From an optimization exercise on the open Yosys and OpenROAD flow, aimed at small area and a short achievable clock period; shortcuts taken in it are not production practice. No driver is modelled on the clock port, so clocking that relies on it looks cheaper here than on a real chip. Power figures rest on the tool's default switching activity, not on a simulated workload.

== maple ==
Design cpu, start of the top module:
module cpu(clock,rst,inputs,leds3,leds2,leds1,leds0,setButton,displayButton,executeButton,reset,LED4,LED9,LED0,LED8);
	input clock,rst,setButton,displayButton,executeButton,reset;
	input [7:0] inputs;
	output [1:7] leds3,leds2,leds1,leds0;
	output reg LED4,LED9,LED0;
	output LED8;
	assign LED8 = 1'b0;
	function [7:0] conv;
		input [7:0] x;
		reg [7:0] q, o;
		begin
			q = x / 8'd10;
			o = x - q * 8'd10;
			conv = {q[3:0], o[3:0]};
		end
	endfunction
	reg setButtonLast, pend;
	reg [1:0] Q;
	wire press = setButtonLast & ~setButton;
	wire consume = displayButton & pend;
	wire [1:0] Qn = consume ? Q + 2'd1 : Q;
	always @(posedge clock)
		if (rst) begin
			setButtonLast <= 1'b1;
			pend <= 1'b0;
			Q <= 2'd0;
		end else begin
			setButtonLast <= setButton;
			pend <= (pend & ~displayButton) ^ press;
			Q <= Qn;
		end
	reg [3:0] opCode;
	reg [2:0] regID1, regID2;
	reg [7:0] immValue;
	reg [7:0] immLast;    
	reg [7:0] viewLast;   
	always @(posedge clock) begin
		if (rst) begin
  ...
For scale: about 1100 cells after synthesis, roughly 46 I/O pins, ~9000 µm² of cells after synthesis.
clock: 12.0 ns
lec_check: 0
abc_area: 1
cap_margin: 20
core_margin: 2
core_utilization: 70
cts_buf_list: sky130_fd_sc_hd__clkbuf_4 sky130_fd_sc_hd__clkbuf_8
place_density: 0.8
slew_margin: 20
standard.sh (not shown) runs the stock make flow with config.mk's settings and CLKGATE_MAP_FILE= SYNTH_SCRIPT=/design/flow/synth_recipe.tcl, a recipe that flattens the netlist after the stock synthesis.
==> flow/flow/run.sh <==
#!/bin/bash
set -uo pipefail
export BUFFER_PORTS_ARGS="-buffer_cell sky130_fd_sc_hd__buf_2"
export SETUP_SLACK_MARGIN=8.7
R=orfs/results/${FLOW_PLATFORM}/cpu/base
bash standard.sh synth > make_synth.log 2>&1 || exit 1
cp $R/1_2_yosys.v std_synth.v
cands=""
for sc in deep map; do
  for s in 0 1 2 3; do
    c=${sc}_$s
    sed "s/&deepsyn -T 30/\&deepsyn -J 100 -T 150 -S $s/" flow/$sc.abc > $c.abc
    (RESYN_ABC=$c.abc RESYN_OUT=resyn_$c.v yosys -c flow/resyn.tcl > resyn_$c.log 2>&1 &&
     RESYN_OUT=resyn_$c.v openroad -no_init -exit flow/sta.tcl > sta_$c.log 2>&1) &
    cands="$cands $c"
  done
  wait
done
: > candidates.txt
for c in $cands; do
  a=$(grep -m1 "Chip area for module '\\\\cpu'" resyn_$c.v.stat 2>/dev/null | awk '{print $NF}')
  w=$(grep -m1 '^RESYN_WNS' sta_$c.log 2>/dev/null | awk '{print $2}')
  [ -n "$a" ] && [ -n "$w" ] && echo "$(echo "$a * (12 - $w)" | bc -l) $a $w $c" >> candidates.txt
done
best=""
for c in $(sort -g candidates.txt | awk '{print $4}'); do
  if RESYN_OUT=resyn_$c.v yosys -c flow/equiv.tcl > equiv_$c.log 2>&1 && grep -q '^RESYN_EQUIV_OK' equiv_$c.log; then best=$c; break; fi
done
if [ -n "$best" ]; then
  cp resyn_$best.v $R/1_2_yosys.v
  rm -f $R/1_synth.odb
  echo "using re-mapped netlist $best" > resyn_used.txt
else
  echo "using standard netlist" > resyn_used.txt
fi
bash standard.sh MATCH_CELL_FOOTPRINT=0 finish > make.log 2>&1
==> flow/flow/resyn.tcl <==
# Re-maps the combinational logic of the standard synthesis (std_synth.v) with a
# stronger ABC script; flip-flops and tie cells are kept as they are, by name.
# RESYN_ABC names the ABC script and RESYN_OUT the netlist to write.
set lib $::env(FLOW_HOME)/platforms/sky130hd/lib/sky130_fd_sc_hd__tt_025C_1v80.lib
set out $::env(RESYN_OUT)
yosys read_liberty -ignore_miss_func $lib
yosys read_verilog std_synth.v
yosys hierarchy -top cpu
yosys setattr -mod -set keep_hierarchy 1 sky130_fd_sc_hd__dfxtp_* sky130_fd_sc_hd__edfxtp_* sky130_fd_sc_hd__conb_1
yosys flatten
yosys opt_clean
yosys opt -fast
yosys abc -script $::env(RESYN_ABC) -liberty $lib -dont_use sky130_fd_sc_hd__probe_p_8 -dont_use sky130_fd_sc_hd__probec_p_8 -dont_use *lpflow*
yosys opt_clean -purge
yosys hilomap -singleton -hicell sky130_fd_sc_hd__conb_1 HI -locell sky130_fd_sc_hd__conb_1 LO
yosys splitnets
yosys opt_clean -purge
yosys insbuf -buf sky130_fd_sc_hd__buf_4 A X
yosys tee -o $out.stat stat -liberty $lib
yosys select -module cpu
yosys write_verilog -noattr -noexpr -selected $out
Other scripts of this flow, unchanged in this note and not shown: flow/flow/deep.abc, flow/flow/equiv.tcl, flow/flow/map.abc, flow/flow/sta.tcl
Per the final summary, maple finished and its layout is clean on timing, DRC and antenna.
What pepper does differently from maple at the input level:
diff --git a/flow/flow/run.sh b/flow/flow/run.sh
--- a/flow/flow/run.sh
+++ b/flow/flow/run.sh
@@ -3,3 +3,3 @@
 export BUFFER_PORTS_ARGS="-buffer_cell sky130_fd_sc_hd__buf_2"
-export SETUP_SLACK_MARGIN=8.7
+export SETUP_SLACK_MARGIN=8.6
 R=orfs/results/${FLOW_PLATFORM}/cpu/base
@@ -35,2 +35,2 @@
 fi
-bash standard.sh MATCH_CELL_FOOTPRINT=0 finish > make.log 2>&1
+bash standard.sh > make.log 2>&1
==> results.txt <==
Net switching component of the power: pepper better than maple
pepper consumes less power than maple does.
Sequential portion of the cell area, maple and pepper: smaller value in maple
sky130_fd_sc_hd__nor3_1 as the cell type of the slowest stage on the worst timing path was reported by pepper, and sky130_fd_sc_hd__nor2_1 by maple.
In pepper, wire length is lower than in maple.
Post-route clock period utilization: pepper lower than maple
pepper ended up with rst as its launching element of the worst setup path; maple ended up with Q[1]$_SDFF_PP0_.
Final critical path time including I/O delays and setup is lower on pepper
In pepper, the relative max-transition margin came out 6.2 points above the value in maple.
Edits applied to the flow inputs when going from pepper to garnet:
diff --git a/flow/flow/run.sh b/flow/flow/run.sh
--- a/flow/flow/run.sh
+++ b/flow/flow/run.sh
@@ -4,2 +4,3 @@
 export SETUP_SLACK_MARGIN=8.6
+export TNS_END_PERCENT=5
 R=orfs/results/${FLOW_PLATFORM}/cpu/base
diff --git a/flow/flow/resyn.tcl b/flow/flow/resyn.tcl
--- a/flow/flow/resyn.tcl
+++ b/flow/flow/resyn.tcl
@@ -10,2 +10,4 @@
 yosys flatten
+# names of flattened cell pins become internal, so flip-flops drive the output ports directly
+yosys rename -hide w:*.*
 yosys opt_clean
## What came out
- Compared with pepper, garnet shows share of total power in combinational logic lower by 1.1 points.
- NOTE detail-routed via count per cell pepper->garnet decreased slightly
- Against pepper, garnet comes in about 75% higher on maximum number of pins on one net before global-route repair.
- The lower area overhead of the layout relative to synthesis came out of pepper.
- The power density relative to cell area in garnet sits about 2.7% above the value recorded for pepper.
- Between pepper and garnet, count of clock-buffer cells in the layout is higher for garnet, pepper comes in under that.
- The switching power summed over all nets number comes out higher for pepper vs garnet.
- Max proportion of power drawn by the clock network across pepper and garnet: garnet
- Post-detailed-routing wire length (lower): garnet
Function was not checked in any run of this note: the RTL went through the layout flow alone.

## what the ideal ports hide
Ports are ideal in the flow. The routed layouts listed here were re-timed in OpenROAD.
Step 1: set_driving_cell puts a clkbuf_16 on clock and a buf_2 on each other input, an assumption about the parent block.
Step 2 times the ports against the registers' clock, not the clock port: input delays grow and output delays shrink by t, the midpoint of the rising clock arrivals with the driver on.
a / b / c = no drivers / after step 1 / after step 2; a / b = the first two.
run | t (ns) | slack for setup (ns) | pins driven straight from the clock port
maple | 0.524 | 8.513 / 8.513 / 8.163 | 1
pepper | 0.510 | 8.581 / 8.590 / 8.090 | 1
garnet | 0.526 | 8.519 / 8.542 / 8.016 | 1
After both steps every run listed still meets setup and hold. The setup slack of garnet, which loses most, moves by +0.023 ns with the drivers and by -0.503 ns with both steps.
